This is an optimization exercise on Yosys and OpenROAD, whose aim is small area, not a production implementation.
Function was checked by simulation only, so behaviour that the tests miss may differ from the original.
Power and IR drop assume default switching activity.

--- flow/constraint.sdc ---
create_clock -name core_clock -period 40.0 [get_ports {clock}]
set_input_delay 8.0000 -clock core_clock [delete_from_list [all_inputs] [get_ports {clock}]]
set_output_delay 8.0000 -clock core_clock [all_outputs]
set_load 0.01 [all_outputs]
--- flow/flow/run.sh ---
#!/bin/bash
# Standard layout (standard synthesis unchanged), with two layout options:
# output port buffers use buf_1, and the clock tree uses clkbuf_8 without
# dummy loads.
set -uo pipefail
bash standard.sh \
  DONT_BUFFER_PORTS=1 \
  "PRE_GLOBAL_PLACE_TCL=$PWD/flow/pre_gpl.tcl" \
  "CTS_ARGS=-sink_clustering_enable -repair_clock_nets -buf_list sky130_fd_sc_hd__clkbuf_8 -dont_use_dummy_load" \
  finish > flow_make.log 2>&1
status=$?
cp -r orfs/logs flow_logs 2>/dev/null || true
exit $status
--- flow/design.v ---
`timescale 1ns / 1ps
module hx711driver (
    input  logic        clk,
    input  logic        reset,
    input  logic        ce,
    input  logic        hx711_in,
    output logic [23:0] dout,
    output logic        hx711_done_tick,
    output logic        sclk,
    output logic        last_phase      
);
    logic [5:0]  ph;
    logic [5:0]  c;
    logic [23:0] si;
    logic c_end, active, ph_last;
    assign active  = |ph;
    assign c_end   = c[5] & c[4] & c[1];             
    assign ph_last = ph[5] & ph[4] & ph[1] & ph[0];   
    logic c_clr, ph_inc, ph_clr;
    assign c_clr  = ce & (~active | c_end);
    assign ph_inc = ce & (active ? c_end : ~hx711_in);
    assign ph_clr = ce & c_end & ph_last;
    logic [6:0] cc, pc;
    assign cc[0] = ce;
    assign pc[0] = ph_inc;
    genvar i;
    for (i = 0; i < 6; i++) begin : g_inc
        assign cc[i+1] = cc[i] & c[i];
        assign pc[i+1] = pc[i] & ph[i];
    end
    always_ff @(posedge clk, posedge reset)
        if (reset) ph <= '0;
        else       ph <= ph_clr ? 6'd0 : (ph ^ pc[5:0]);
    always_ff @(posedge clk)
        c <= c_clr ? 6'd0 : (c ^ cc[5:0]);
    always_ff @(posedge clk)
        if (ce && c_end && active && !ph[0] && !(ph[5] & ph[4] & ph[1]))
            si <= {si[22:0], hx711_in};
    assign dout = si;
    assign hx711_done_tick = ph_last & c_end;
    assign sclk = active & ~ph[0];
    assign last_phase = ph_last;
endmodule
`timescale 1ns / 1ps
module seven_seg_driver (
    input  logic        clock,
    input  logic        reset,
    input  logic        om_msb,   
    input  logic        sgn,
    input  logic        busy_soon,  
    output logic        rot,      
    input  logic        qbit,     
    input  logic        conv_q,   
    input  logic        clr_q,    
    input  logic        load,     
    output logic        ce,       
    output logic [7:0]  segments_out,
    output logic [7:0]  anodes_out
);
    logic [9:0]  refresh_counter;
    logic        refresh_tick;
    logic [2:0]  digit_selector;
    logic [27:0] wb;
    logic        clean;
    logic        rot_go;
    logic [3:0]  cur, nxt;
    logic [10:0] rc;
    assign rc[0] = 1'b1;
    genvar i;
    for (i = 0; i < 10; i++) begin : g_inc
        assign rc[i+1] = rc[i] & refresh_counter[i];
    end
    logic [3:0] dc;
    assign dc[0] = refresh_tick;
    for (i = 0; i < 3; i++) begin : g_dinc
        assign dc[i+1] = dc[i] & digit_selector[i];
    end
    logic [2:0] dsel_n;               
    assign dsel_n = digit_selector ^ dc[2:0];
    logic [4:0] j;
    assign j = refresh_counter[4:0];
    logic per_clr;
    assign per_clr = ~(j[4] | j[3]);
    logic bin;
    assign bin = conv_q ? qbit : (om_msb ^ sgn);
    assign rot = rot_go & ~per_clr;
    logic wclr;
    assign wclr = conv_q ? clr_q : per_clr;
    logic valid;
    assign valid = clean & rot_go & ~(|j);
    function automatic [3:0] add3(input [3:0] d);
        case (d)
            4'd5: add3 = 4'd8;
            4'd6: add3 = 4'd9;
            4'd7: add3 = 4'd10;
            4'd8: add3 = 4'd11;
            4'd9: add3 = 4'd12;
            default: add3 = d;
        endcase
    endfunction
    logic [27:0] wb_adj;
    for (i = 0; i < 6; i++) begin : g_dd
        assign wb_adj[i*4 +: 4] = add3(wb[i*4 +: 4]);
    end
    assign wb_adj[27:24] = wb[27:24];
    logic [3:0] ev, od, ev1;
    always_comb begin
        case (dsel_n[2:1])
            2'd0: begin ev = wb[3:0];   od = wb[7:4];   ev1 = wb[11:8];  end
            2'd1: begin ev = wb[11:8];  od = wb[15:12]; ev1 = wb[19:16]; end
            2'd2: begin ev = wb[19:16]; od = wb[23:20]; ev1 = wb[27:24]; end
            default: begin ev = wb[27:24]; od = 4'd0;   ev1 = wb[3:0];   end
        endcase
    end
    logic [3:0] dig_a, dig_b;
    assign dig_a = dsel_n[0] ? od : ev;
    assign dig_b = dsel_n[0] ? ev1 : od;
    always_ff @(posedge clock, posedge reset)
        if (reset) begin
            refresh_counter <= '0;
            refresh_tick    <= 1'b0;
            digit_selector  <= '0;
            clean           <= 1'b0;
            rot_go          <= 1'b0;
            cur             <= '0;
        end else begin
            refresh_counter <= refresh_counter ^ rc[9:0];
            refresh_tick    <= rc[10];
            digit_selector  <= dsel_n;
            if (conv_q)       clean <= 1'b0;
            else if (per_clr) clean <= 1'b1;
            if (j == 5'd7)    rot_go <= ~conv_q & ~busy_soon;
            if (load | valid)      cur <= dig_a;
            else if (refresh_tick) cur <= nxt;
        end
    always_ff @(posedge clock) begin
        wb <= wclr ? 28'd0 : {wb_adj[26:0], bin};
        if (load | valid) nxt <= dig_b;
    end
    assign ce = ~refresh_counter[0];
    always_comb
        case (cur)
            4'd0:    segments_out = 8'b00000011;
            4'd1:    segments_out = 8'b10011111;
            4'd2:    segments_out = 8'b00100101;
            4'd3:    segments_out = 8'b00001101;
            4'd4:    segments_out = 8'b10011001;
            4'd5:    segments_out = 8'b01001001;
            4'd6:    segments_out = 8'b01000001;
            4'd7:    segments_out = 8'b00011111;
            4'd8:    segments_out = 8'b00000001;
            4'd9:    segments_out = 8'b00001001;
            default: segments_out = 8'b11111111;
        endcase
    always_comb
        case (digit_selector)
            3'd0: anodes_out = 8'b11111110;
            3'd1: anodes_out = 8'b11111101;
            3'd2: anodes_out = 8'b11111011;
            3'd3: anodes_out = 8'b11110111;
            3'd4: anodes_out = 8'b11101111;
            3'd5: anodes_out = 8'b11011111;
            3'd6: anodes_out = 8'b10111111;
            default: anodes_out = 8'b01111111;
        endcase
endmodule
`timescale 1ns / 1ps
module rca #(parameter int W = 8) (
    input  logic [W-1:0] a,
    input  logic [W-1:0] b,
    input  logic         cin,
    output logic [W-1:0] s,
    output logic         cout
);
    logic [W:0] c;
    assign c[0] = cin;
    genvar i;
    for (i = 0; i < W; i++) begin : g_bit
        assign s[i]   = a[i] ^ b[i] ^ c[i];
        assign c[i+1] = (a[i] & b[i]) | (c[i] & (a[i] ^ b[i]));
    end
    assign cout = c[W];
endmodule
module rinc #(parameter int W = 8) (
    input  logic [W-1:0] a,
    input  logic         cin,
    output logic [W-1:0] s
);
    logic [W:0] c;
    assign c[0] = cin;
    genvar i;
    for (i = 0; i < W; i++) begin : g_bit
        assign s[i]   = a[i] ^ c[i];
        assign c[i+1] = a[i] & c[i];
    end
endmodule
module lt_const #(parameter int W = 8, parameter logic [W-1:0] K = '0) (
    input  logic [W-1:0] a,
    output logic         lt
);
    logic [W:0] c;
    assign c[0] = 1'b0;
    genvar i;
    for (i = 0; i < W; i++) begin : g_bit
        if (K[i]) begin : g_one
            assign c[i+1] = ~a[i] | c[i];
        end else begin : g_zero
            assign c[i+1] = ~a[i] & c[i];
        end
    end
    assign lt = c[W];
endmodule
module top_nexys_a7 (
    input  logic       clock,
    input  logic       reset,
    input  logic       hx711_data_in,
    output logic       hx711_sclk_out,
    output logic [5:0] states_led,
    output logic [7:0] DDP,
    output logic [7:0] AN
);
    logic ce;
    logic sync1, sync2;
    always_ff @(posedge clock)
        if (ce) begin
            sync1 <= hx711_data_in;
            sync2 <= sync1;
        end
    logic [23:0] si;
    logic        done, last_phase;
    hx711driver inst_hx711_driver (
        .clk(clock), .reset(reset), .ce(ce), .hx711_in(sync2),
        .dout(si), .hx711_done_tick(done), .sclk(hx711_sclk_out), .last_phase(last_phase));
    logic tick;
    assign tick = done & ~ce;
    localparam logic [2:0] ST_IDLE = 3'd0, ST_S1 = 3'd1, ST_S2 = 3'd2, ST_S3 = 3'd3,
                           ST_PREP = 3'd4, ST_DIV = 3'd5, ST_UPD = 3'd6, ST_CLN = 3'd7;
    logic [2:0]  state;
    logic [16:0] timer;         
    logic [28:0] acc;           
    logic        sn;            
    logic [4:0]  cnt;           
    logic [1:0]  outl;          
    logic [23:0] om;            
    logic        sgn;           
    logic        zero;          
    logic        led;
    logic [4:0]  rem;           
    logic [5:0]  pv;            
    logic        pneg;
    logic tmax;                 
    assign tmax = timer[16] & timer[15] & timer[10] & timer[9] & timer[7]
                & timer[4] & timer[3] & timer[2] & timer[1] & timer[0];
    logic in_idle, in_smp, in_s3, in_prep, in_div, in_upd, in_cln;
    assign in_idle = (state == ST_IDLE);
    assign in_smp  = (state == ST_S1) | (state == ST_S2) | (state == ST_S3);
    assign in_s3   = (state == ST_S3);
    assign in_prep = (state == ST_PREP);
    assign in_div  = (state == ST_DIV);
    assign in_upd  = (state == ST_UPD);
    assign in_cln  = (state == ST_CLN);
    logic cnt_nz;
    assign cnt_nz = |cnt;
    logic [24:0] diff;
    rca #(25) u_diff (.a({si[23], si}), .b(~{sgn, om}), .cin(~sgn), .s(diff), .cout());
    logic lo_lt, lo_le;
    lt_const #(14, 14'd15000) u_lt (.a(diff[13:0]), .lt(lo_lt));
    lt_const #(14, 14'd1385)  u_le (.a(diff[13:0]), .lt(lo_le));
    logic d_small;
    assign d_small = diff[24] ? ((&diff[23:14]) & ~lo_le) : (~(|diff[23:14]) & lo_lt);
    logic accept;
    assign accept = d_small | zero | (&outl);
    logic dshift;
    assign dshift = in_div & timer[5] & (timer[4] | timer[3] | timer[2] | (timer[1] & timer[0]));
    logic en_s, en_p;
    assign en_s = in_s3 & accept;
    assign en_p = in_prep & acc[28];
    logic [28:0] addb, asum;
    assign addb = ({{5{si[23]}}, si} & {29{en_s}}) | (acc & {29{dshift}}) | {29{en_p}};
    rca #(29) u_acc (.a(acc), .b(addb), .cin(1'b0), .s(asum), .cout());
    logic t_inc, t_clr;
    assign t_clr = (in_idle & ~tick & tmax) | in_upd;
    assign t_inc = (in_idle & ~tick) | (in_smp & ~tmax) | in_div;
    logic [16:0] timer_n;
    rinc #(17) u_tinc (.a(timer), .cin(t_inc), .s(timer_n));
    logic [4:0] cnt_n;
    rinc #(5) u_cinc (.a(cnt), .cin(en_s), .s(cnt_n));
    logic dbit;
    assign dbit = dshift & (acc[28] ^ sn);
    logic [5:0] rt, rsub;
    assign rt = {rem, dbit};
    logic qbit;
    rca #(6) u_dsub (.a(rt), .b(~{1'b0, cnt}), .cin(1'b1), .s(rsub), .cout(qbit));
    logic rot;
    logic mshift;
    assign mshift = in_div & timer[5] & (timer[4] | timer[3]);
    logic xo;
    assign xo = om[23] ^ sgn;
    logic [2:0] delta;
    always_comb
        case ({sgn, sn, xo, qbit})
            4'b0100, 4'b0000, 4'b0011,
            4'b1000, 4'b1011, 4'b1100, 4'b1111: delta = 3'b000;
            4'b0110, 4'b0101, 4'b0010,
            4'b1001, 4'b1101:                   delta = 3'b001;
            4'b0111:                            delta = 3'b010;
            default:                            delta = 3'b111;   
        endcase
    logic p_inc, p_dec, p_f;
    assign p_inc = ~delta[2] & delta[1];
    assign p_dec = delta[2];
    assign p_f   = delta[0];
    logic [6:0] pc;
    logic [5:0] pu;
    assign pc[0] = p_inc | p_dec;
    genvar gi;
    for (gi = 0; gi < 6; gi++) begin : g_pu
        assign pu[gi]   = pv[gi] ^ pc[gi];
        assign pc[gi+1] = pc[gi] & (pv[gi] ^ p_dec);
    end
    logic p_neg_n, p_big_n, pu_lt26;
    assign p_neg_n = p_dec & pc[6];
    lt_const #(6, 6'd26) u_p26 (.a(pu), .lt(pu_lt26));
    assign p_big_n = ~p_neg_n & (~pu_lt26 | (pu == 6'd25 & p_f));
    always_ff @(posedge clock, posedge reset)
        if (reset) begin
            state <= ST_IDLE;
            outl  <= '0;
            om    <= '0;
            sgn   <= 1'b0;
            zero  <= 1'b1;
            led   <= 1'b0;
        end else begin
            case (state)
                ST_IDLE: if (tick) state <= ST_S1; else if (tmax) state <= ST_PREP;
                ST_S1:   state <= ST_S2;
                ST_S2:   state <= ST_S3;
                ST_S3:   state <= ST_IDLE;
                ST_PREP: state <= cnt_nz ? ST_DIV : ST_UPD;
                ST_DIV:  if (&timer[5:0]) state <= ST_UPD;
                ST_UPD:  state <= ST_CLN;
                default: state <= ST_IDLE;
            endcase
            if (in_s3) begin
                if (accept) outl <= '0;
                else        outl <= {outl[1] | outl[0], ~outl[0]};
            end
            if (in_prep & cnt_nz) zero <= 1'b1;
            if (mshift) begin
                om   <= {om[22:0], qbit ^ sn};
                zero <= zero & ~qbit;
            end else if (rot)
                om   <= {om[22:0], om[23]};
            if (in_upd) begin
                led <= 1'b0;
                if (cnt_nz) begin
                    sgn <= sn;
                    led <= ~pneg & (pv == 6'd51) & ~(sgn & ~sn);
                end
            end
        end
    always_ff @(posedge clock) begin
        timer <= (t_clr | reset) ? 17'd0 : timer_n;
        acc   <= reset ? 29'd0 : asum;      
        if (in_prep) sn <= acc[28];
        cnt   <= (in_cln | reset) ? 5'd0 : cnt_n;
    end
    always_ff @(posedge clock) begin
        if (in_prep) begin
            rem  <= '0;
            pv   <= '0;
            pneg <= 1'b0;
        end else begin
            rem <= qbit ? rsub[4:0] : rt[4:0];
            if (mshift && !pneg && pv != 6'd51) begin
                pneg <= p_neg_n;
                pv   <= p_big_n ? 6'd51 : {pu[4:0], p_f};
            end
        end
    end
    assign states_led = {led, 1'b0, led, led, 1'b0, led};
    seven_seg_driver inst_display (
        .clock(clock), .reset(reset), .om_msb(om[23]), .sgn(sgn), .qbit(qbit),
        .busy_soon(last_phase), .rot(rot),
        .conv_q(in_prep | in_div | in_upd), .clr_q(in_prep), .load(in_upd & cnt_nz),
        .ce(ce), .segments_out(DDP), .anodes_out(AN));
endmodule
--- flow/standard.sh ---
#!/bin/bash
# synth_recipe.tcl (not shown) runs the flow's synth.tcl, then flattens the netlist and writes it again
# the make line also repeats each setting of config.mk as NAME=value (left out here)
make -C /OpenROAD-flow-scripts/flow DESIGN_CONFIG=/design/flow/config.mk WORK_HOME=/design/flow/orfs CLKGATE_MAP_FILE= SYNTH_SCRIPT=/design/flow/synth_recipe.tcl "${@:-finish}"
--- flow/flow/pre_gpl.tcl ---
# Port buffering in place of the standard step (DONT_BUFFER_PORTS=1):
# every input and output port still gets a buffer; outputs use buf_1.
buffer_ports -inputs
buffer_ports -outputs -buffer_cell sky130_fd_sc_hd__buf_1
--- flow/config.mk ---
export PLATFORM = sky130hd
export DESIGN_NAME = top_nexys_a7
export DESIGN_NICKNAME = top_nexys_a7
export VERILOG_FILES = /design/flow/design.v
export SDC_FILE = /design/flow/constraint.sdc
export NUM_CORES = 4
export LEC_CHECK = 0
export CAP_MARGIN = 20
export CORE_MARGIN = 2
export CORE_UTILIZATION = 40
export SLEW_MARGIN = 20
==> results of run 1 <==
## cell type report
class,instances,area (um2)
multi-input combinational,611,4820
clock buffer,17,234
timing repair buffer,7,56.3
sequential,186,4330
tap,319,399
fill,2247,13500
inverter,86,323
## per-stage QoR
stage / hold WS [ps] / setup WS, ps / total power, mW / area [um2]
final: 429 / 16060 / 0.287 / 10200
after global routing: 443 / 15080 / 0.299 / 10200
after CTS: 429 / 15940 / 0.292 / 10200
after detailed placement: 405 / 15930 / 0.197 / 9920
after global placement: 410 / 16200 / 0.197 / 9910
after floorplan: 400 / 16930 / 0.197 / 9700
## cell usage in the layout (no fill, tap or decap), types with 4 or more instances in the layout
master    instances
clkbuf_8         17
o21bai_1          5
fa_1             55
ha_1             52
or3_1             4
a221oi_1         22
xnor2_1           8
a21boi_0          5
dfxtp_1          97
mux2i_1           9
edfxtp_1         31
nand3b_1         10
mux2_2            7
nand3_1          19
and2_1           30
inv_1            83
nor2_1           89
or2_2             4
nor3_1           13
nand4_1           8
a211oi_1         13
xor2_1            8
dfrtp_1          57
buf_4             6
nand2_1          55
nand2b_1          4
o21ai_0          62
mux4_2            8
a31oi_1           5
nor2b_1          11
a21oi_1          50
## state kept, by name, summed over array words and instances (netlist names), 2 cells and up
| signal | count |
|---|---|
| cnt | 5 |
| timer | 17 |
| inst_display.refresh_counter | 10 |
| rem | 5 |
| acc | 29 |
| state | 3 |
| outl | 2 |
| inst_hx711_driver.si | 24 |
| om | 24 |
| inst_hx711_driver.ph | 6 |
| inst_display.nxt | 4 |
| inst_hx711_driver.c | 6 |
| inst_display.digit_selector | 3 |
| inst_display.wb | 28 |
| pv | 6 |
| inst_display.cur | 4 |
## power groups by stage
stage / sequential, mW / combinational (mW) / clock, mW
6_report: 0.191 / 0.00217 / 0.0945
5_1_grt: 0.191 / 0.00265 / 0.106
4_1_cts: 0.191 / 0.00238 / 0.0986
3_5_place_dp: 0.195 / 0.00234 / 0
3_3_place_gp: 0.195 / 0.00235 / 0
2_1_floorplan: 0.195 / 0.00216 / 0
## worst min-delay path by stage
stage / startpoint / end / slack, ps / cells after the start
after global placement: sync1 / sync2 / 410 / 0
after global routing: sync1 / sync2 / 440 / 0
final: sync1 / sync2 / 430 / 0
after CTS: sync1 / sync2 / 430 / 0
after detailed placement: sync1 / sync2 / 410 / 0
after floorplan: sync1 / sync2 / 400 / 0
## cell families after synthesis
family	count (synthesis)	synth area share, %
other	2	0.0775
AOI/OAI and AO/OA	192	12.5
xor gates and xnor gates	16	1.45
buffers and inverters	140	5.90
adders and majority gates	107	18.1
and+or+nand+nor	269	13.8
muxes	24	3.60
DFF	186	44.6
## layer usage
metal	GRT usage (%)	vias up	part of all wire (%)
met4	3.60	0	0.97
li1	-	3129	-
met5	0	-	0
met3	3.61	11	3.7
met1	20.2	3035	51
met2	22.3	89	45
==> results.toml, run 1 <==
[run_status]
status = "finished clean"

[power]
pwr-share-seq_pct = 66.4
swShare_pct = 20.5
internal_power_uw = 229
p_switching_uw = 58.9
clkPwrFrac_pct = 32.9
cellLeakagePower_nw = 3.79
power.share.combinational_pct = 0.8
peakVddDrop_mv = 0.0151
power_density_mw_per_mm2 = 28.3

[yosys]
yosysWarnings = 3
ys_seq_elements = 186
synth_edf_count = 31
netlist_instances = 936
yosys-top-cells-area = "dfxtp_1 (20%), dfrtp_1 (15%), fa_1 (11%)"
async_flop_share_pct = 31.2
netlist_area_mm2 = 0.00969
synth.most_common_cell = "dfxtp_1"
synth.avg_cell_area_um2 = 10.4
yosysUniqueCellTypes = 68
ys_top_cells_by_count = "dfxtp_1 (97), nor2_1 (90), inv_1 (84)"
synth_flop_cell = "dfxtp_1"
synth_top_area_cell = "dfxtp_1"
synth_top_area_share_pct = 20.0
ys_seq_area_share_pct = 44.6

[setup_path]
cp-start-kind = "register"
crit_arrival_ps = 24300
cpMostUsedCell = "fa_1"
critPathKind = "register to register"
startpoint = "sgn"
cp_num_buf_inv = 7
r2r-start = "sgn"
timing.rr.end = "acc[28]"
critPathCapture = "acc[28]"
cpMaxStageDelayCell = "fa_1"
critical-path-max-stage-delay_ps = 510
critPathTopFamily = "adder cells"
reg2regPathDepth = 67
cp-end-kind = "register"
r2r_slack_ps = 16060
cp.depth = 67
cp.required_ps = 40370
cp_max_fo = 28

[global_route]
grt_first_pass_wirelength_um = 29800
gr-total-overflow = 0
grt_max_degree = 61
gr-usage-all-layers_pct = 14.4
antenna_found_initial = 0
first_global_vias = 6046

[clock_tree]
ctsLongestPathBuffers = 2
root_buffer = "clkbuf_8"
clkSinkCount = 186
post_cts_buffers = 0
cts_tree = "yes"
clk_pin_slew_ps = 90
cts_resized = 0
clock_latency_ps = 460
cts_made_buffers = 17
cts_max_level = 4
cts_hold_buf = 0

[hold_path]
min_path_type = "register to register"

[drt]
drt_iter0_drc = 413
routed_wl_um = 17200
vias_per_cell = 5.11
via_count = 6264
drc = 0
first_pass_iters = 5
ant_nets = 0
wl_per_cell_um = 14.0

[timing]
rsz0062_at_grt = "no"
min_period_ps = 23940
setup_viol = 0
layout_worst_path_cycle_share_pct = 59.8
hold_viol_final = 0
max_slew_margin_pct = 36.2
final_max_slew_viol_count = 0
tightest_slew_ps = 956
fmax_mhz = 41.8
skew_ps = 32.4
fin_tns_setup_ps = 0

[placed_design]
place_hpwl_um = 12300
globalplace.congestion = 0.786
port_buffers = 22
numPlacedInstances = 1209

[floorplan]
core_area_mm2 = 0.0236
num_rows = 56
die_height_um = 160
die_w_um = 160
io_pins = 26
initial_core_util_pct = 41.1
die-area_mm2 = 0.0255

[cells_and_area]
final_cells = 1226
drive_gt1_share_pct = 6.73
fin_util_pct = 43.0
syn_to_final_growth_pct = 4.76
diodes = 0
nets = 1019

[run]
maxCapViolations = 0
==> run 2: changes to the inputs <==
--- a/flow/flow/run.sh
+++ b/flow/flow/run.sh
@@ -1,7 +1,10 @@
 #!/bin/bash
-# Standard layout (standard synthesis unchanged), with two layout options:
-# output port buffers use buf_1, and the clock tree uses clkbuf_8 without
-# dummy loads.
+# Standard layout (standard synthesis unchanged), with these layout options:
+# ABC's buffers are removed and combinational cells set to their lowest drive
+# after floorplan (placement's repair_design fixes slew/cap), output port
+# buffers use buf_1, and the clock tree uses clkbuf_8 without dummy loads.
 set -uo pipefail
 bash standard.sh \
+  REMOVE_ABC_BUFFERS=1 \
+  "POST_FLOORPLAN_TCL=$PWD/flow/post_fp.tcl" \
   DONT_BUFFER_PORTS=1 \
==> flow/flow/post_fp.tcl (new file) <==
# After floorplan (ABC's buffers already removed): set every combinational cell
# to its lowest drive strength; the placement step's repair_design then fixes
# any slew or capacitance violation.
set n 0
foreach inst [get_cells *] {
  set m [get_property $inst ref_name]
  if {[regexp {^sky130_fd_sc_hd__(df|edf|sdf|dl|tap|fill|decap|conb|clk|lpflow|probe)} $m]} { continue }
  if {![regexp {^(sky130_fd_sc_hd__.+)_([0-9]+)$} $m -> base drv]} { continue }
  foreach d {0 1 2} {
    if {$d >= $drv} { break }
    set cand [get_lib_cells -quiet ${base}_$d]
    if {[llength $cand] > 0} {
      replace_cell $inst [lindex $cand 0]
      incr n
      break
    }
  }
}
puts "post_fp: downsized $n cells"
==> run 2 against run 1 <==
Still clean. Sequential power about the same. Via count is 0.65% higher. Critical path depth unchanged. Final cell count up 0.16%. Worst hold slack is essentially flat. Synthesized area unchanged. Maximum frequency is 2.3% lower. Critical path type unchanged. Largest power group unchanged. Highest routed layer unchanged.
==> results.toml, run 2 <==
[yosys]
ys_top_cells_by_count = "dfxtp_1 (97), nor2_1 (90), inv_1 (84)"
synth.most_common_cell = "dfxtp_1"
netlist_instances = 936
ys_seq_area_share_pct = 44.6
async_flop_share_pct = 31.2
ys_seq_elements = 186
synth_top_area_cell = "dfxtp_1"
synth_edf_count = 31
netlist_area_mm2 = 0.00969
synth_flop_cell = "dfxtp_1"
yosysWarnings = 3
synth.avg_cell_area_um2 = 10.4
yosysUniqueCellTypes = 68
synth_top_area_share_pct = 20.0
yosys-top-cells-area = "dfxtp_1 (20%), dfrtp_1 (15%), fa_1 (11%)"

[cells_and_area]
largest_register_ffs = 29
final_cell_mix = "dfxtp_1 (97), nor2_1 (89), inv_1 (83)"
nets = 1021
reg_top3 = "acc x29, inst_display.wb x28"
largest_register = "acc"
syn_to_final_growth_pct = 5.03
fin_util_pct = 43.1
drive_gt1_share_pct = 3.41
layout_commonest_cell = "dfxtp_1"
diodes = 0

[drt]
drc = 0
wl_per_cell_um = 13.7
vias_per_cell = 5.13
ant_nets = 0
via_count = 6305
first_pass_iters = 4
routed_wl_um = 16900
drt_iter0_drc = 334

[setup_path]
cp.required_ps = 40330
cp-start-kind = "register"
critPathTopFamily = "adder cells"
crit_arrival_ps = 24830
cp.depth = 67
timing.rr.end = "acc[28]"
cp-end-kind = "register"
r2r-start = "sgn"
reg2regPathDepth = 67
r2r_slack_ps = 15500
cpMaxStageDelayCell = "a31oi_2"
cpMostUsedCell = "fa_1"
critPathKind = "register to register"
critical-path-max-stage-delay_ps = 670
cp_num_buf_inv = 7
cp_max_fo = 16

[clock_tree]
cts_max_level = 4
ctsLongestPathBuffers = 2
cts_resized = 0
clkSinkCount = 186
cts_tree = "yes"
root_buffer = "clkbuf_8"
cts_hold_buf = 0
post_cts_buffers = 0
clock_latency_ps = 470
cts_made_buffers = 17
clk_pin_slew_ps = 90

[run_status]
status = "finished clean"

[placed_design]
place_hpwl_um = 11800
port_buffers = 22
globalplace.congestion = 0.816

[power]
peakVddDrop_mv = 0.0144
cellLeakagePower_nw = 3.82
finalPower_uw = 289
power_density_mw_per_mm2 = 28.4

[global_route]
grt_use_met2_pct = 22.5
grtUsageMet3_pct = 2.70
antenna_found_initial = 0
grtUsageMet1_pct = 19.5
gr-total-overflow = 0
first_global_vias = 6110
busiest_layer = "met2"
grt_first_pass_wirelength_um = 29600
gr-usage-all-layers_pct = 14.1
grt_max_degree = 59

[hold_path]
min_path_type = "register to register"
hold_depth = 0
min_from = "sync1"
whs_endpoint = "sync2"

[run]
maxCapViolations = 0

[floorplan]
core_area_mm2 = 0.0236
io_pins = 26
die_height_um = 160
initial_core_util_pct = 41.1
die-area_mm2 = 0.0255
die_w_um = 160
num_rows = 56

[timing]
setup_viol = 0
whs_ps = 429
max_slew_margin_pct = 33.0
fmax_mhz = 40.8
hold_viol_final = 0
min_period_ps = 24500
fin_tns_setup_ps = 0
skew_ps = 38.1
layout_worst_path_cycle_share_pct = 61.3
rsz0062_at_grt = "no"
tightest_slew_ps = 1010
final_max_slew_viol_count = 0
-- run 2: changes by cell type in the layout (fill, tap and decap cells not counted), sizes merged --
cell	before	now
buf	7	9
-- run 2: layer usage --
metal	vias to the layer above	share of wire, %
met4	0	1.1
met5	-	0
met2	51	46
met3	12	2.1
li1	3147	-
met1	3095	51
-- run 2: through the flow --
| step | instance area (um2) | cells | setup WS [ps] |
|---|---|---|---|
| after floorplan | 9450 | 883 | 16580 |
| after global placement | 9940 | 1210 | 15740 |
| after detailed placement | 9950 | 1211 | 15470 |
| after CTS | 10200 | 1228 | 15400 |
| after global routing | 10200 | 1228 | 14500 |
| final | 10200 | 1228 | 15500 |
-- run 2: final cells by class --
type                            instances  area [um2]
Tap cell                              319         399
Sequential cell                       186        4330
Timing Repair Buffer                    9        71.3
Inverter                               86         323
Clock buffer                           17         234
Multi-Input combinational cell        611        4830
Fill cell                            2324       13400
-- run 2: kinds of logic (layout without fill, tap and decap cells) --
family                   after synthesis  in the layout  share of synthesized area (%)
AND/OR/NAND/NOR                      269            269                           13.8
AO/OA/AOI/OAI                        192            192                           12.5
flip-flops                           186            186                           44.6
buffers and inverters                140            112                           5.90
adder cells (fa/ha/maj)              107            107                           18.1
multiplexers                          24             24                           3.60
XOR/XNOR                              16             16                           1.45
other                                  2              3                         0.0775
-- run 2: how the worst max path moves through the flow --
stage | start | endpoint | slack, ps
global placement | sgn | acc[28] | 15740
floorplan | sgn | acc[28] | 16580
detailed placement | sgn | acc[28] | 15470
finish | sgn | acc[28] | 15500
global route | sgn | acc[28] | 14500
CTS | sgn | acc[28] | 15400
-- run 2: worst reg2reg max path: cells and delay by family, from the launching register on --
family          cells  cell delay (ps)
compound gates      4             1320
fa+ha+maj          52            21260
buf+inv             7              800
flops               1              460
simple gates        4              530
-- run 2: report_power, final --
part	switching [mW]	total [mW]	leakage [nW]	internal (mW)
sequential	0.000216	0.191	1.83	0.191
clock	0.0583	0.0960	0.122	0.0377
combinational	0.00174	0.00212	1.87	0.000382
==> run 3: changes to the inputs <==
--- a/flow/design.v
+++ b/flow/design.v
@@ -52,4 +52,5 @@
     input  logic        qbit,     
-    input  logic        conv_q,   
-    input  logic        clr_q,    
+    input  logic        wend,     
+    input  logic        q_mode,   
+    input  logic        q_clr,    
     input  logic        load,     
@@ -63,3 +64,2 @@
     logic [27:0] wb;
-    logic        clean;
     logic        rot_go;
@@ -84,8 +84,8 @@
     logic bin;
-    assign bin = conv_q ? qbit : (om_msb ^ sgn);
+    assign bin = q_mode ? qbit : (om_msb ^ sgn);
     assign rot = rot_go & ~per_clr;
     logic wclr;
-    assign wclr = conv_q ? clr_q : per_clr;
+    assign wclr = q_mode ? q_clr : per_clr;
     logic valid;
-    assign valid = clean & rot_go & ~(|j);
+    assign valid = rot_go & ~(|j);
     function automatic [3:0] add3(input [3:0] d);
@@ -122,3 +122,2 @@
             digit_selector  <= '0;
-            clean           <= 1'b0;
             rot_go          <= 1'b0;
@@ -129,5 +128,3 @@
             digit_selector  <= dsel_n;
-            if (conv_q)       clean <= 1'b0;
-            else if (per_clr) clean <= 1'b1;
-            if (j == 5'd7)    rot_go <= ~conv_q & ~busy_soon;
+            if (j == 5'd7) rot_go <= ~wend & ~busy_soon;
             if (load | valid)      cur <= dig_a;
@@ -296,18 +293,9 @@
     assign mshift = in_div & timer[5] & (timer[4] | timer[3]);
-    logic xo;
-    assign xo = om[23] ^ sgn;
-    logic [2:0] delta;
-    always_comb
-        case ({sgn, sn, xo, qbit})
-            4'b0100, 4'b0000, 4'b0011,
-            4'b1000, 4'b1011, 4'b1100, 4'b1111: delta = 3'b000;
-            4'b0110, 4'b0101, 4'b0010,
-            4'b1001, 4'b1101:                   delta = 3'b001;
-            4'b0111:                            delta = 3'b010;
-            default:                            delta = 3'b111;   
-        endcase
-    logic p_inc, p_dec, p_f;
-    assign p_inc = ~delta[2] & delta[1];
-    assign p_dec = delta[2];
-    assign p_f   = delta[0];
+    logic xg, yg;
+    assign xg = (om[23] ^ sgn) & mshift;
+    assign yg = qbit & mshift;
+    logic p_f, p_inc, p_dec;
+    assign p_f   = xg ^ yg;
+    assign p_inc = ~sgn & sn & xg & yg;
+    assign p_dec = sgn ? (sn ? (xg & ~yg) : (xg | yg)) : (~sn & ~xg & yg);
     logic [6:0] pc;
@@ -320,6 +308,7 @@
     end
-    logic p_neg_n, p_big_n, pu_lt26;
-    assign p_neg_n = p_dec & pc[6];
-    lt_const #(6, 6'd26) u_p26 (.a(pu), .lt(pu_lt26));
-    assign p_big_n = ~p_neg_n & (~pu_lt26 | (pu == 6'd25 & p_f));
+    logic p_borrow, p_clamp;
+    assign p_borrow = p_dec & pc[6];
+    assign p_clamp  = mshift & ~p_borrow & (pu[5] | (p_inc & pc[6]));
+    logic pv_lt51;
+    lt_const #(6, 6'd51) u_p51 (.a(pv), .lt(pv_lt51));
     always_ff @(posedge clock, posedge reset)
@@ -357,3 +346,3 @@
                     sgn <= sn;
-                    led <= ~pneg & (pv == 6'd51) & ~(sgn & ~sn);
+                    led <= ~pneg & ~pv_lt51;
                 end
@@ -368,13 +357,5 @@
     always_ff @(posedge clock) begin
-        if (in_prep) begin
-            rem  <= '0;
-            pv   <= '0;
-            pneg <= 1'b0;
-        end else begin
-            rem <= qbit ? rsub[4:0] : rt[4:0];
-            if (mshift && !pneg && pv != 6'd51) begin
-                pneg <= p_neg_n;
-                pv   <= p_big_n ? 6'd51 : {pu[4:0], p_f};
-            end
-        end
+        rem  <= in_prep ? 5'd0 : (qbit ? rsub[4:0] : rt[4:0]);
+        pv   <= p_clamp ? 6'd63 : {pu[4:0], p_f};
+        pneg <= mshift & (pneg | p_borrow);
     end
@@ -384,3 +365,4 @@
         .busy_soon(last_phase), .rot(rot),
-        .conv_q(in_prep | in_div | in_upd), .clr_q(in_prep), .load(in_upd & cnt_nz),
+        .wend(in_prep | in_div | in_upd), .q_mode(in_div & timer[5]),
+        .q_clr(in_div & timer[5] & ~timer[4] & ~timer[3]), .load(in_upd & cnt_nz),
         .ce(ce), .segments_out(DDP), .anodes_out(AN));
==> flow/flow/run.sh (replaced) <==
#!/bin/bash
# Standard layout (standard synthesis unchanged), with two layout options:
# output port buffers use buf_1, and the clock tree uses clkbuf_8 without
# dummy loads.
set -uo pipefail
bash standard.sh \
  DONT_BUFFER_PORTS=1 \
  "PRE_GLOBAL_PLACE_TCL=$PWD/flow/pre_gpl.tcl" \
  "CTS_ARGS=-sink_clustering_enable -repair_clock_nets -buf_list sky130_fd_sc_hd__clkbuf_8 -dont_use_dummy_load -sink_clustering_size 10" \
  finish > flow_make.log 2>&1
status=$?
cp -r orfs/logs flow_logs 2>/dev/null || true
exit $status
removed: flow/flow/post_fp.tcl
==> run 3 against run 2 <==
Non-clock buffer count decreased by 3. Via count fell by 2.1%. Clock skew grew 15 ps. Total power decreased by 0.50%. Final cell count is 1.3% lower. Sequential cell count shrank 1. Core utilization decreased by 0.35 points. First-iteration DRC count is 9.0% lower. Synthesized area down 1.0%. Register-to-register slack improved by 580 ps. Critical endpoint unchanged.
==> results.toml, run 3 <==
[run_status]
status = "finished clean"

[clock_tree]
cts_tree = "yes"
ctsLongestPathBuffers = 2
cts_made_buffers = 17
post_cts_buffers = 0
clk_pin_slew_ps = 110
cts_max_level = 4
clkSinkCount = 185
clock_latency_ps = 470
root_buffer = "clkbuf_8"
cts_hold_buf = 0
cts_resized = 0

[drt]
via_count = 6171
wl_per_cell_um = 14.2
first_pass_iters = 5
drc = 0
routed_wl_um = 17200
vias_per_cell = 5.09
drt_iter0_drc = 304
ant_nets = 0

[timing]
tightest_slew_ps = 968
final_max_slew_viol_count = 0
skew_ps = 53.0
fmax_mhz = 41.8
setup_ws_ps = 16080
fin_tns_setup_ps = 0
hold_viol_final = 0
setup_viol = 0
rsz0062_at_grt = "no"
layout_worst_path_cycle_share_pct = 59.8
max_slew_margin_pct = 35.4
min_period_ps = 23920
whs_ps = 404

[global_route]
busiest_layer = "met2"
gr-total-overflow = 0
grtUsageMet3_pct = 3.27
grtUsageMet1_pct = 20.8
first_global_vias = 6280
antenna_found_initial = 0
grt_max_degree = 47
grt_first_pass_wirelength_um = 30900
grt_use_met2_pct = 23.5
gr-usage-all-layers_pct = 14.8

[floorplan]
die-area_mm2 = 0.0252
core_area_mm2 = 0.0235
die_w_um = 159
num_rows = 56
die_height_um = 159
initial_core_util_pct = 40.8
io_pins = 26

[setup_path]
r2r_slack_ps = 16080
cp_max_fo = 27
cp-end-kind = "register"
cp.required_ps = 40380
critical-path-max-stage-delay_ps = 560
critPathKind = "register to register"
cpMaxStageDelayCell = "fa_1"
crit_arrival_ps = 24300
cp-start-kind = "register"
cpMostUsedCell = "fa_1"

[power]
finalPower_uw = 287
peakVddDrop_mv = 0.0171
power_density_mw_per_mm2 = 28.5
cellLeakagePower_nw = 3.78

[yosys]
yosysUniqueCellTypes = 67
synth_flop_cell = "dfxtp_1"
yosys-top-cells-area = "dfxtp_1 (20%), dfrtp_1 (15%), fa_1 (11%)"
synth_top_area_share_pct = 20.2
yosysWarnings = 3
ys_seq_elements = 185
netlist_instances = 916
synth.most_common_cell = "dfxtp_1"
synth_top_area_cell = "dfxtp_1"
async_flop_share_pct = 30.8
netlist_area_mm2 = 0.00960
synth_edf_count = 31
synth.avg_cell_area_um2 = 10.5
ys_seq_area_share_pct = 44.8
ys_top_cells_by_count = "dfxtp_1 (97), nor2_1 (85), inv_1 (82)"

[placed_design]
port_buffers = 22
globalplace.congestion = 0.744
place_hpwl_um = 12200
postPlaceCellArea_mm2 = 0.00984
numPlacedInstances = 1195
post-place-ws_ps = 15970

[cells_and_area]
final_cells = 1212
largest_register_ffs = 29
fin_area_mm2 = 0.0101
final_cell_mix = "dfxtp_1 (97), nor2_1 (84), inv_1 (81)"
largest_register = "acc"
diodes = 0
nets = 1002
reg_top3 = "acc x29, inst_display.wb x28"
syn_to_final_growth_pct = 4.94
drive_gt1_share_pct = 6.61
fin_util_pct = 42.8
layout_commonest_cell = "dfxtp_1"
n_fill_cell = 2292

[run]
maxCapViolations = 0

[hold_path]
min_path_type = "register to register"
run 3: cell types whose count changed in the layout (fill, tap and decap cells not counted), sizes merged, moves of 4 or more:
cell,change
nor2b,+7
nor2,-5
nand3b,-4
o21bai,-4
or3,+7
nor3,-4
o21ai,+6
run 3: final timing paths:
kind | start | endpoint | depth (start not counted)
setup reg to reg | sgn | acc[28] | 65
min in group asynchronous | reset | om[6] | 1
setup / recovery | sgn | acc[28] | 65
max in group asynchronous | reset | om[13] | 2
hold / removal | sync1 | sync2 | 0
hold reg to reg | sync1 | sync2 | 0
run 3: logic make-up after synthesis:
family / Yosys count / synth area share, %
simple gates: 263 / 13.6
xor+xnor: 15 / 1.59
fa+ha+maj: 104 / 17.9
flops: 185 / 44.8
buf+inv: 129 / 5.40
compound gates: 191 / 12.7
mux: 27 / 3.98
other cells: 2 / 0.0783
run 3: worst max-delay path: cells and delay by family (launching register included):
kind,cells,cell delay (ps)
DFF,1,540
buffers and inverters,6,730
adders and majority gates,51,21190
AOI/OAI and AO/OA,6,1320
and+or+nand+nor,2,140
run 3: where the power goes:
group,switching (mW),total (mW),internal (mW)
logic,0.00178,0.00218,0.000397
registers,0.000202,0.190,0.190
clock network,0.0578,0.0955,0.0377
run 3: final cells by class:
| type | count | area (um2) | share of cell area, % |
|---|---|---|---|
| clock buffers | 17 | 234 | 2.32 |
| inverters | 82 | 308 | 3.06 |
| multi-input cells | 603 | 4780 | 47.5 |
| flip-flops and latches | 185 | 4300 | 42.7 |
| well taps | 319 | 399 | 3.96 |
| repair buffers | 6 | 45.0 | 0.447 |
run 3: layer usage:
| layer | vias to the layer above | routed length (um) |
|---|---|---|
| met2 | 86 | 7890 |
| met5 | - | 0 |
| li1 | 3073 | - |
| met1 | 3003 | 8590 |
| met3 | 9 | 603 |
| met4 | 0 | 156 |
==> run 4: changes to the inputs <==
--- a/flow/flow/run.sh
+++ b/flow/flow/run.sh
@@ -8,3 +8,3 @@
   "PRE_GLOBAL_PLACE_TCL=$PWD/flow/pre_gpl.tcl" \
-  "CTS_ARGS=-sink_clustering_enable -repair_clock_nets -buf_list sky130_fd_sc_hd__clkbuf_8 -dont_use_dummy_load -sink_clustering_size 10" \
+  "CTS_ARGS=-sink_clustering_enable -repair_clock_nets -buf_list sky130_fd_sc_hd__clkbuf_8 -dont_use_dummy_load -sink_clustering_max_diameter 40" \
   finish > flow_make.log 2>&1
==> run 4 against run 3 <==
Sequential power barely moved. Still clean. Register-to-register slack barely moved. First-iteration DRC count did not move. Synthesized area did not move. Die area did not move. Synthesized cell count did not move.
==> results.toml, run 4 <==
[run_status]
status = "finished clean"

[timing]
setup_viol = 0
skew_ps = 53.0
final_max_slew_viol_count = 0
hold_viol_final = 0
fmax_mhz = 41.8
layout_worst_path_cycle_share_pct = 59.8
fin_tns_setup_ps = 0
max_slew_margin_pct = 35.4
whs_ps = 404
min_period_ps = 23920
setup_ws_ps = 16080
rsz0062_at_grt = "no"
tightest_slew_ps = 968

[floorplan]
die-area_mm2 = 0.0252
io_pins = 26
die_w_um = 159
core_area_mm2 = 0.0235
die_height_um = 159
initial_core_util_pct = 40.8
num_rows = 56

[clock_tree]
ctsLongestPathBuffers = 2
post_cts_buffers = 0
root_buffer = "clkbuf_8"
cts_hold_buf = 0
clk_pin_slew_ps = 110
clock_latency_ps = 470
cts_tree = "yes"
clkSinkCount = 185
cts_made_buffers = 17
cts_resized = 0
cts_max_level = 4

[cells_and_area]
largest_register_ffs = 29
syn_to_final_growth_pct = 4.94
fin_area_mm2 = 0.0101
layout_commonest_cell = "dfxtp_1"
multiInputGateArea_mm2 = 0.00478
final_cell_mix = "dfxtp_1 (97), nor2_1 (84), inv_1 (81)"
largest_register = "acc"
ff_latch_area_mm2 = 0.00430
reg_top3 = "acc x29, inst_display.wb x28"
diodes = 0
nets = 1002
final_cells = 1212
n_fill_cell = 2292
drive_gt1_share_pct = 6.61

[yosys]
synth_top_area_cell = "dfxtp_1"
yosysUniqueCellTypes = 67
synth_top_area_share_pct = 20.2
synth_flop_cell = "dfxtp_1"
synth_edf_count = 31
yosys-top-cells-area = "dfxtp_1 (20%), dfrtp_1 (15%), fa_1 (11%)"
yosysWarnings = 3
async_flop_share_pct = 30.8
ys_seq_elements = 185
netlist_instances = 916
netlist_area_mm2 = 0.00960
ys_top_cells_by_count = "dfxtp_1 (97), nor2_1 (85), inv_1 (82)"
synth.most_common_cell = "dfxtp_1"
synth.avg_cell_area_um2 = 10.5
ys_seq_area_share_pct = 44.8

[global_route]
gr-total-overflow = 0
grt_use_met2_pct = 23.5
gr-usage-all-layers_pct = 14.8
grt_first_pass_wirelength_um = 30900
busiest_layer = "met2"
grtUsageMet3_pct = 3.27
grt_max_degree = 47
grtUsageMet1_pct = 20.8
antenna_found_initial = 0
first_global_vias = 6280

[placed_design]
post-place-ws_ps = 15970
numPlacedInstances = 1195
port_buffers = 22
place_hpwl_um = 12200
postPlaceCellArea_mm2 = 0.00984
globalplace.congestion = 0.744

[drt]
ant_nets = 0
drt_iter0_drc = 304
vias_per_cell = 5.09
routed_wl_um = 17200
drc = 0
wl_per_cell_um = 14.2
via_count = 6171
first_pass_iters = 5

[setup_path]
r2r_slack_ps = 16080
crit_arrival_ps = 24300
cp-start-kind = "register"
critPathKind = "register to register"
cp.required_ps = 40380
cp_max_fo = 27
cp-end-kind = "register"
critical-path-max-stage-delay_ps = 560
cpMaxStageDelayCell = "fa_1"
cpMostUsedCell = "fa_1"

[power]
peakVddDrop_mv = 0.0171
power_density_mw_per_mm2 = 28.5
cellLeakagePower_nw = 3.78

[run]
maxCapViolations = 0

[hold_path]
min_path_type = "register to register"
run 4: cell counts after synthesis:
Identical to the previous run, type by type.
run 4: per-stage QoR:
stage,power (mW),util (%)
floorplan,0.196,-
global route,0.299,42.8
finish,0.287,42.8
CTS,0.292,42.8
detailed placement,0.196,41.8
global placement,0.196,41.8
run 4: cell families after synthesis:
family,count (synthesis),share of synthesized area [%]
simple gates,263,13.6
compound gates,191,12.7
flops,185,44.8
buf+inv,129,5.40
fa+ha+maj,104,17.9
mux,27,3.98
xor+xnor,15,1.59
other cells,2,0.0783
run 4: path summary, 6_finish.rpt:
| check | cells after the start | end | startpoint |
|---|---|---|---|
| setup / recovery | 65 | acc[28] | sgn |
| min in group asynchronous | 1 | om[6] | reset |
| hold reg to reg | 0 | sync2 | sync1 |
| max in group asynchronous | 2 | om[13] | reset |
| hold / removal | 0 | sync2 | sync1 |
| setup reg to reg | 65 | acc[28] | sgn |
run 4: power by group:
part	switching, mW	internal [mW]
clock network	0.0578	0.0377
logic	0.00178	0.000397
registers	0.000202	0.190
run 4: final cells by class:
cell class	instances	share of cell area [%]
clock buffer	17	2.32
inverter	82	3.06
sequential	185	42.7
timing repair buffer	6	0.447
multi-input combinational	603	47.5
tap	319	3.96
run 4: critical path: cells and delay by family, from the launching register on:
kind / cells / cell delay [ps]
DFF: 1 / 540
adders and majority gates: 51 / 21190
buffers and inverters: 6 / 730
AOI/OAI and AO/OA: 6 / 1320
and+or+nand+nor: 2 / 140
run 4: routing by layer:
metal  wire length [um]  part of all wire, %
met1               8590                   50
met2               7890                   46
met3                603                  3.5
met4                156                 0.91
met5                  0                    0
==> run 5: changes to the inputs <==
--- a/flow/flow/run.sh
+++ b/flow/flow/run.sh
@@ -8,3 +8,3 @@
   "PRE_GLOBAL_PLACE_TCL=$PWD/flow/pre_gpl.tcl" \
-  "CTS_ARGS=-sink_clustering_enable -repair_clock_nets -buf_list sky130_fd_sc_hd__clkbuf_8 -dont_use_dummy_load -sink_clustering_max_diameter 40" \
+  "CTS_ARGS=-sink_clustering_enable -repair_clock_nets -buf_list sky130_fd_sc_hd__clkbuf_8 -dont_use_dummy_load" \
   finish > flow_make.log 2>&1
--- a/flow/config.mk
+++ b/flow/config.mk
@@ -9,3 +9,3 @@
 export CORE_MARGIN = 2
-export CORE_UTILIZATION = 40
+export CORE_UTILIZATION = 75
 export SLEW_MARGIN = 20
==> run 5 against run 4 <==
Still clean on timing, DRC and antenna. Critical path depth is 1 higher. Maximum frequency decreased by 1.8%. Global-route usage grew 13 points. Die area is 46% lower. Design area fell by 1.9%. Count of clock-buffer cells in the layout unchanged. Non-clock buffer count down 1. Synthesized area is the same. Sequential share of layout area rose by 0.82 points. Largest power group unchanged. Setup slack worse by 440 ps. Critical endpoint unchanged. Worst hold slack gained 19 ps. Largest cell class unchanged.
==> results.toml, run 5 <==
[timing]
rsz0062_at_grt = "no"
tightest_slew_ps = 865
whs_ps = 423
skew_ps = 22.2
layout_worst_path_cycle_share_pct = 60.9
final_max_slew_viol_count = 0
fin_tns_setup_ps = 0
min_period_ps = 24360
fmax_mhz = 41.0
setup_ws_ps = 15640
setup_viol = 0
hold_viol_final = 0
max_slew_margin_pct = 42.3

[power]
peakVddDrop_mv = 0.0436
finalPower_uw = 284
power_density_mw_per_mm2 = 28.7
cellLeakagePower_nw = 3.77

[setup_path]
critical-path-max-stage-delay_ps = 580
cp-end-kind = "register"
r2r-start = "sgn"
critPathKind = "register to register"
cp.required_ps = 40390
cp_num_buf_inv = 6
critPathTopFamily = "adder cells"
crit_arrival_ps = 24760
timing.rr.end = "acc[28]"
r2r_slack_ps = 15640
cpMostUsedCell = "fa_1"
cp-start-kind = "register"
reg2regPathDepth = 66
cpMaxStageDelayCell = "a21oi_2"
cp_max_fo = 14

[clock_tree]
cts_max_level = 4
post_cts_buffers = 0
clock_latency_ps = 470
cts_resized = 0
cts_made_buffers = 17
clkSinkCount = 185
cts_tree = "yes"
root_buffer = "clkbuf_8"
cts_hold_buf = 0
clk_pin_slew_ps = 80
ctsLongestPathBuffers = 2

[cells_and_area]
layout_commonest_cell = "dfxtp_1"
fin_area_mm2 = 0.00988
reg_top3 = "acc x29, inst_display.wb x28"
fin_util_pct = 78.6
final_cell_mix = "dfxtp_1 (97), nor2_1 (84), inv_1 (81)"
largest_register = "acc"
diodes = 0
nets = 1001
drive_gt1_share_pct = 6.61
syn_to_final_growth_pct = 2.96
final_cells = 1064
largest_register_ffs = 29

[yosys]
ys_seq_area_share_pct = 44.8
netlist_area_mm2 = 0.00960
netlist_instances = 916
ys_top_cells_by_count = "dfxtp_1 (97), nor2_1 (85), inv_1 (82)"
synth_top_area_share_pct = 20.2
yosysWarnings = 3
async_flop_share_pct = 30.8
yosys-top-cells-area = "dfxtp_1 (20%), dfrtp_1 (15%), fa_1 (11%)"
synth.most_common_cell = "dfxtp_1"
yosysUniqueCellTypes = 67
synth_flop_cell = "dfxtp_1"
synth_edf_count = 31
synth.avg_cell_area_um2 = 10.5
ys_seq_elements = 185
synth_top_area_cell = "dfxtp_1"

[floorplan]
num_rows = 41
core_area_mm2 = 0.0126
initial_core_util_pct = 76.3
die_w_um = 117
die-area_mm2 = 0.0137
io_pins = 26
die_height_um = 117

[drt]
routed_wl_um = 17700
via_count = 6519
ant_nets = 0
wl_per_cell_um = 16.6
first_pass_iters = 5
drt_iter0_drc = 404
drc = 0
vias_per_cell = 6.13

[run_status]
status = "finished clean"

[global_route]
first_global_vias = 6407
antenna_found_initial = 0
grtUsageMet3_pct = 6.80
grt_max_degree = 47
grtUsageMet1_pct = 36.0
gr-total-overflow = 0
grt_use_met2_pct = 47.6
grt_first_pass_wirelength_um = 29700
gr-usage-all-layers_pct = 28.2
busiest_layer = "met2"

[placed_design]
postPlaceCellArea_mm2 = 0.00964
globalplace.congestion = 0.842
place_hpwl_um = 13000
port_buffers = 22
post-place-ws_ps = 15630
numPlacedInstances = 1047

[hold_path]
whs_endpoint = "sync2"
min_path_type = "register to register"
min_from = "sync1"
hold_depth = 0

[run]
maxCapViolations = 0
[run 5: cell counts after synthesis]
No cell type changed its count.
[run 5: worst max-delay path by stage]
stage | endpoint | start | depth (start not counted) | slack, ps
after global placement | acc[28] | sgn | 66 | 16170
after floorplan | acc[28] | sgn | 66 | 16940
after global routing | acc[28] | sgn | 66 | 14690
after detailed placement | acc[28] | sgn | 66 | 15630
after CTS | acc[28] | sgn | 66 | 15580
final | acc[28] | sgn | 66 | 15640
[run 5: final cells by class]
| cell class | instances | area, um2 |
|---|---|---|
| multi-input cells | 603 | 4780 |
| flip-flops and latches | 185 | 4300 |
| fillers | 837 | 2690 |
| inverters | 82 | 308 |
| clock buffers | 17 | 234 |
| well taps | 172 | 215 |
| repair buffers | 5 | 37.5 |
[run 5: kinds of logic (layout without fill, tap and decap cells)]
logic type / count (synthesis) / count (layout) / share of synthesized area, %
compound gates: 191 / 191 / 12.7
xor+xnor: 15 / 15 / 1.59
fa+ha+maj: 104 / 104 / 17.9
buf+inv: 129 / 104 / 5.40
flops: 185 / 185 / 44.8
mux: 27 / 27 / 3.98
other cells: 2 / 3 / 0.0783
simple gates: 263 / 263 / 13.6
[run 5: per-layer routing]
layer / wire, um / share of wire [%] / vias to the layer above
met5: 0 / 0 / -
met4: 295 / 1.7 / 0
met3: 968 / 5.5 / 32
li1: - / - / 3069
met1: 7590 / 43 / 3242
met2: 8860 / 50 / 176
[run 5: report_power, final]
group | internal (mW) | switching [mW] | leakage, nW
combinational | 0.000428 | 0.00178 | 1.83
clock | 0.0375 | 0.0545 | 0.122
sequential | 0.190 | 0.000221 | 1.82
==> run 6: changes to the inputs <==
--- a/flow/config.mk
+++ b/flow/config.mk
@@ -9,3 +9,3 @@
 export CORE_MARGIN = 2
-export CORE_UTILIZATION = 75
+export CORE_UTILIZATION = 40
 export SLEW_MARGIN = 20
==> run 6 against run 5 <==
Sequential cell count stayed put. Setup slack better by 440 ps. Non-clock buffer count is 1 higher. Wire length fell by 2.7%. Synthesized area did not move. Count of clock-buffer cells in the layout did not move. Global-route usage shrank 13 points. Critical path type unchanged. Critical endpoint unchanged. Largest cell class unchanged.
==> results.toml, run 6 <==
[clock_tree]
root_buffer = "clkbuf_8"
clk_pin_slew_ps = 110
cts_hold_buf = 0
cts_resized = 0
cts_max_level = 4
clkSinkCount = 185
ctsLongestPathBuffers = 2
cts_tree = "yes"
post_cts_buffers = 0
clock_latency_ps = 470
cts_made_buffers = 17

[yosys]
netlist_instances = 916
async_flop_share_pct = 30.8
synth_top_area_share_pct = 20.2
ys_seq_area_share_pct = 44.8
ys_seq_elements = 185
synth.most_common_cell = "dfxtp_1"
yosys-top-cells-area = "dfxtp_1 (20%), dfrtp_1 (15%), fa_1 (11%)"
synth_edf_count = 31
ys_top_cells_by_count = "dfxtp_1 (97), nor2_1 (85), inv_1 (82)"
synth_flop_cell = "dfxtp_1"
synth.avg_cell_area_um2 = 10.5
synth_top_area_cell = "dfxtp_1"
yosysUniqueCellTypes = 67
yosysWarnings = 3
netlist_area_mm2 = 0.00960

[placed_design]
port_buffers = 22
place_hpwl_um = 12200
globalplace.congestion = 0.744
post-place-ws_ps = 15970

[drt]
ant_nets = 0
drc = 0
drt_iter0_drc = 304
vias_per_cell = 5.09
routed_wl_um = 17200
via_count = 6171
wl_per_cell_um = 14.2
first_pass_iters = 5

[setup_path]
critPathKind = "register to register"
cp-start-kind = "register"
startpoint = "sgn"
critical-path-max-stage-delay_ps = 560
cpMaxStageDelayCell = "fa_1"
crit_arrival_ps = 24300
cp-end-kind = "register"
cp_max_fo = 27
cpMostUsedCell = "fa_1"
r2r-start = "sgn"
cp.required_ps = 40380

[power]
clkPwrFrac_pct = 33.2
power.share.combinational_pct = 0.8
cellLeakagePower_nw = 3.78
internal_power_uw = 228
power_density_mw_per_mm2 = 28.5
swShare_pct = 20.8
p_switching_uw = 59.8
pwr-share-seq_pct = 66.0
peakVddDrop_mv = 0.0171

[cells_and_area]
diodes = 0
layout_commonest_cell = "dfxtp_1"
n_fill_cell = 2292
syn_to_final_growth_pct = 4.94
largest_register_ffs = 29
nets = 1002
final_cell_mix = "dfxtp_1 (97), nor2_1 (84), inv_1 (81)"
largest_register = "acc"
reg_top3 = "acc x29, inst_display.wb x28"
drive_gt1_share_pct = 6.61

[run_status]
status = "finished clean"

[global_route]
gr-total-overflow = 0
gr-usage-all-layers_pct = 14.8
antenna_found_initial = 0
grt_first_pass_wirelength_um = 30900
first_global_vias = 6280
grt_max_degree = 47

[timing]
layout_worst_path_cycle_share_pct = 59.8
max_slew_margin_pct = 35.4
hold_viol_final = 0
fin_tns_setup_ps = 0
setup_ws_ps = 16080
rsz0062_at_grt = "no"
skew_ps = 53.0
tightest_slew_ps = 968
final_max_slew_viol_count = 0
min_period_ps = 23920
setup_viol = 0
fmax_mhz = 41.8

[hold_path]
min_from = "sync1"
min_path_type = "register to register"

[floorplan]
die_height_um = 159
num_rows = 56
initial_core_util_pct = 40.8
die_w_um = 159
die-area_mm2 = 0.0252
io_pins = 26
core_area_mm2 = 0.0235

[run]
maxCapViolations = 0
[run 6: cell types whose count changed in the layout (fill, tap and decap cells not counted), sizes merged]
cell  previous run  this run
buf              5         6
[run 6: per-layer routing]
layer | wire [um] | share of wire [%] | global-route usage, %
met5 | 0 | 0 | 0
met4 | 156 | 0.91 | 3.47
met3 | 603 | 3.5 | 3.27
met2 | 7890 | 46 | 23.5
met1 | 8590 | 50 | 20.8
[run 6: cells by family (layout without fill, tap and decap cells)]
family / after synthesis / in the layout / share of synthesized area, %
fa+ha+maj: 104 / 104 / 17.9
buf+inv: 129 / 105 / 5.40
mux: 27 / 27 / 3.98
simple gates: 263 / 263 / 13.6
other cells: 2 / 3 / 0.0783
xor+xnor: 15 / 15 / 1.59
flops: 185 / 185 / 44.8
compound gates: 191 / 191 / 12.7
[run 6: layout make-up]
cell class | instances | area (um2) | area share, %
clock buffer | 17 | 234 | 2.32
inverter | 82 | 308 | 3.06
multi-input combinational | 603 | 4780 | 47.5
sequential | 185 | 4300 | 42.7
tap | 319 | 399 | 3.96
timing repair buffer | 6 | 45.0 | 0.447
[run 6: path summary, 6_finish.rpt]
path | to | slack, ps | depth (start not counted)
worst max-delay path | acc[28] | 16080 | 65
worst min-delay path | sync2 | 400 | 0
worst max register to register | acc[28] | 16080 | 65
worst min register to register | sync2 | 400 | 0
max in group asynchronous | om[13] | 31620 | 2
min in group asynchronous | om[6] | 7470 | 1
[run 6: power by group through the flow]
stage / sequential [mW] / combinational (mW) / clock (mW)
5_1_grt: 0.190 / 0.00270 / 0.106
6_report: 0.190 / 0.00218 / 0.0955
3_5_place_dp: 0.194 / 0.00239 / 0
2_1_floorplan: 0.194 / 0.00216 / 0
4_1_cts: 0.190 / 0.00238 / 0.0995
3_3_place_gp: 0.194 / 0.00233 / 0
[run 6: metrics by stage]
step	utilization (%)	cells	power (mW)	hold slack [ps]	cell area [um2]
final	42.8	1212	0.287	404	10100
after global placement	41.8	1195	0.196	403	9840
after CTS	42.8	1212	0.292	407	10100
after detailed placement	41.8	1195	0.196	414	9840
after global routing	42.8	1212	0.299	422	10100
after floorplan	-	917	0.196	400	9600
[run 6: critical path: cells and delay by family (launching register included)]
family,cells,cell delay (ps)
fa+ha+maj,51,21190
compound gates,6,1320
buf+inv,6,730
simple gates,2,140
flops,1,540
==> run 7: changes to the inputs <==
--- a/flow/config.mk
+++ b/flow/config.mk
@@ -9,3 +9,3 @@
 export CORE_MARGIN = 2
-export CORE_UTILIZATION = 40
+export CORE_UTILIZATION = 60
 export SLEW_MARGIN = 20
==> run 7 against run 6 <==
Wire length rose by 2.6%. Maximum frequency fell by 2.1%. Via count rose by 2.5%. Count of clock-buffer cells in the layout did not move. First-iteration DRC count rose by 9.5%. Worst hold slack improved by 48 ps. Core utilization rose by 20 points. Setup slack got worse by 510 ps. Synthesized area did not move. Clock skew fell by 31 ps. Critical endpoint unchanged.
==> results.toml, run 7 <==
[cells_and_area]
final_cell_mix = "dfxtp_1 (97), nor2_1 (84), inv_1 (81)"
layout_commonest_cell = "dfxtp_1"
nets = 1001
n_fill_cell = 1338
fin_area_mm2 = 0.00993
drive_gt1_share_pct = 6.61
largest_register_ffs = 29
diodes = 0
fin_util_pct = 63.0
syn_to_final_growth_pct = 3.53
reg_top3 = "acc x29, inst_display.wb x28"
final_cells = 1108
largest_register = "acc"

[placed_design]
globalplace.congestion = 0.833
numPlacedInstances = 1091
post-place-ws_ps = 15570
port_buffers = 22
postPlaceCellArea_mm2 = 0.00970
place_hpwl_um = 13000

[yosys]
ys_seq_elements = 185
netlist_instances = 916
synth_top_area_cell = "dfxtp_1"
ys_top_cells_by_count = "dfxtp_1 (97), nor2_1 (85), inv_1 (82)"
synth_flop_cell = "dfxtp_1"
async_flop_share_pct = 30.8
yosysUniqueCellTypes = 67
synth_edf_count = 31
netlist_area_mm2 = 0.00960
ys_seq_area_share_pct = 44.8
yosysWarnings = 3
synth.most_common_cell = "dfxtp_1"
synth.avg_cell_area_um2 = 10.5
yosys-top-cells-area = "dfxtp_1 (20%), dfrtp_1 (15%), fa_1 (11%)"
synth_top_area_share_pct = 20.2

[timing]
layout_worst_path_cycle_share_pct = 61.1
setup_ws_ps = 15570
min_period_ps = 24430
final_max_slew_viol_count = 0
hold_viol_final = 0
tightest_slew_ps = 890
rsz0062_at_grt = "no"
setup_viol = 0
fin_tns_setup_ps = 0
skew_ps = 22.1
max_slew_margin_pct = 40.7
whs_ps = 452
fmax_mhz = 40.9

[clock_tree]
clkSinkCount = 185
cts_max_level = 4
cts_resized = 0
cts_hold_buf = 0
cts_tree = "yes"
clock_latency_ps = 460
ctsLongestPathBuffers = 2
clk_pin_slew_ps = 90
post_cts_buffers = 0
root_buffer = "clkbuf_8"
cts_made_buffers = 17

[power]
internal_power_uw = 228
p_switching_uw = 57.8
cellLeakagePower_nw = 3.77
power.share.combinational_pct = 0.8
swShare_pct = 20.2
pwr-share-seq_pct = 66.5
finalPower_uw = 285
clkPwrFrac_pct = 32.7
power_density_mw_per_mm2 = 28.7
peakVddDrop_mv = 0.0261

[drt]
drt_iter0_drc = 333
drc = 0
vias_per_cell = 5.71
ant_nets = 0
routed_wl_um = 17700
wl_per_cell_um = 16.0
via_count = 6324
first_pass_iters = 4

[setup_path]
cp-start-kind = "register"
r2r-start = "sgn"
cp.required_ps = 40410
cpMostUsedCell = "fa_1"
critPathKind = "register to register"
startpoint = "sgn"
cp-end-kind = "register"
cpMaxStageDelayCell = "fa_1"
crit_arrival_ps = 24840
reg2regPathDepth = 66
cp_max_fo = 12
critical-path-max-stage-delay_ps = 560

[global_route]
grt_first_pass_wirelength_um = 30100
gr-usage-all-layers_pct = 22.8
first_global_vias = 6182
gr-total-overflow = 0
grt_max_degree = 47
antenna_found_initial = 0

[hold_path]
min_from = "sync1"
min_path_type = "register to register"
hold_depth = 0

[floorplan]
core_area_mm2 = 0.0158
die_w_um = 130
die_height_um = 130
die-area_mm2 = 0.0170
io_pins = 26
initial_core_util_pct = 60.8
num_rows = 46

[run_status]
status = "finished clean"

[run]
maxCapViolations = 0
-- run 7: routing by layer --
layer  vias up  share of wire [%]  GRT usage, %
met1      3104                 47          32.0
li1       3074                  -             -
met4         0                1.1          5.44
met5         -                  0             0
met2       128                 47          36.4
met3        18                4.7          5.54
-- run 7: critical path: cells and delay by family (launching register included) --
kind / cells / cell delay, ps
AND/OR/NAND/NOR: 2 / 160
buffers and inverters: 6 / 490
AO/OA/AOI/OAI: 6 / 1730
flip-flops: 1 / 550
adder cells (fa/ha/maj): 52 / 21430
-- run 7: area by class of cell --
| class | count | area, um2 | area share (%) |
|---|---|---|---|
| multi-input cells | 603 | 4780 | 48.2 |
| flip-flops and latches | 185 | 4300 | 43.3 |
| inverters | 82 | 308 | 3.10 |
| well taps | 216 | 270 | 2.72 |
| clock buffers | 17 | 234 | 2.36 |
| repair buffers | 5 | 37.5 | 0.378 |
-- run 7: cell families after synthesis --
logic type	Yosys count	synth area share [%]
AND/OR/NAND/NOR	263	13.6
AO/OA/AOI/OAI	191	12.7
flip-flops	185	44.8
buffers and inverters	129	5.40
adder cells (fa/ha/maj)	104	17.9
multiplexers	27	3.98
XOR/XNOR	15	1.59
other	2	0.0783
-- run 7: final timing paths --
kind,endpoint,slack (ps)
max,acc[28],15570
min,sync2,450
max reg2reg,acc[28],15570
min reg2reg,sync2,450
max in group asynchronous,om[14],31690
min in group asynchronous,inst_display.refresh_counter[0],7390
-- run 7: power by group through the flow --
stage / logic (mW) / registers [mW] / clock network, mW
after floorplan: 0.00216 / 0.194 / 0
after global placement: 0.00220 / 0.194 / 0
after detailed placement: 0.00228 / 0.194 / 0
after CTS: 0.00229 / 0.190 / 0.0972
after global routing: 0.00270 / 0.190 / 0.104
final: 0.00214 / 0.190 / 0.0934

==> what the ideal ports hide <==
In the flow no input, the clock included, has a driving cell. The finished layouts below were timed again as built, in two steps.
Step 1: set_driving_cell puts a clkbuf_16 on clock and a buf_2 on each other input, an assumption about the parent block.
Step 2, shift: input delay + t, output delay - t, t = (earliest + latest rising clock arrival at the registers) / 2. This alone moves slack from input paths to output paths.
Slacks: ideal / step 1 / step 2; pairs: ideal / step 1.
| run | shift t [ns] | slack for setup (ns) | cell pins on the clock port's net |
|---|---|---|---|
| run 1 | 0.488 | 16.063 / 16.063 / 16.063 | 1 |
| run 2 | 0.493 | 15.499 / 15.499 / 15.499 | 1 |
| run 3 | 0.490 | 16.080 / 16.080 / 16.080 | 1 |
| run 4 | 0.490 | 16.080 / 16.080 / 16.080 | 1 |
| run 5 | 0.493 | 15.637 / 15.637 / 15.637 | 1 |
| run 6 | 0.490 | 16.080 / 16.080 / 16.080 | 1 |
| run 7 | 0.488 | 15.568 / 15.568 / 15.568 | 1 |
After both steps setup and hold are still met in every run listed.
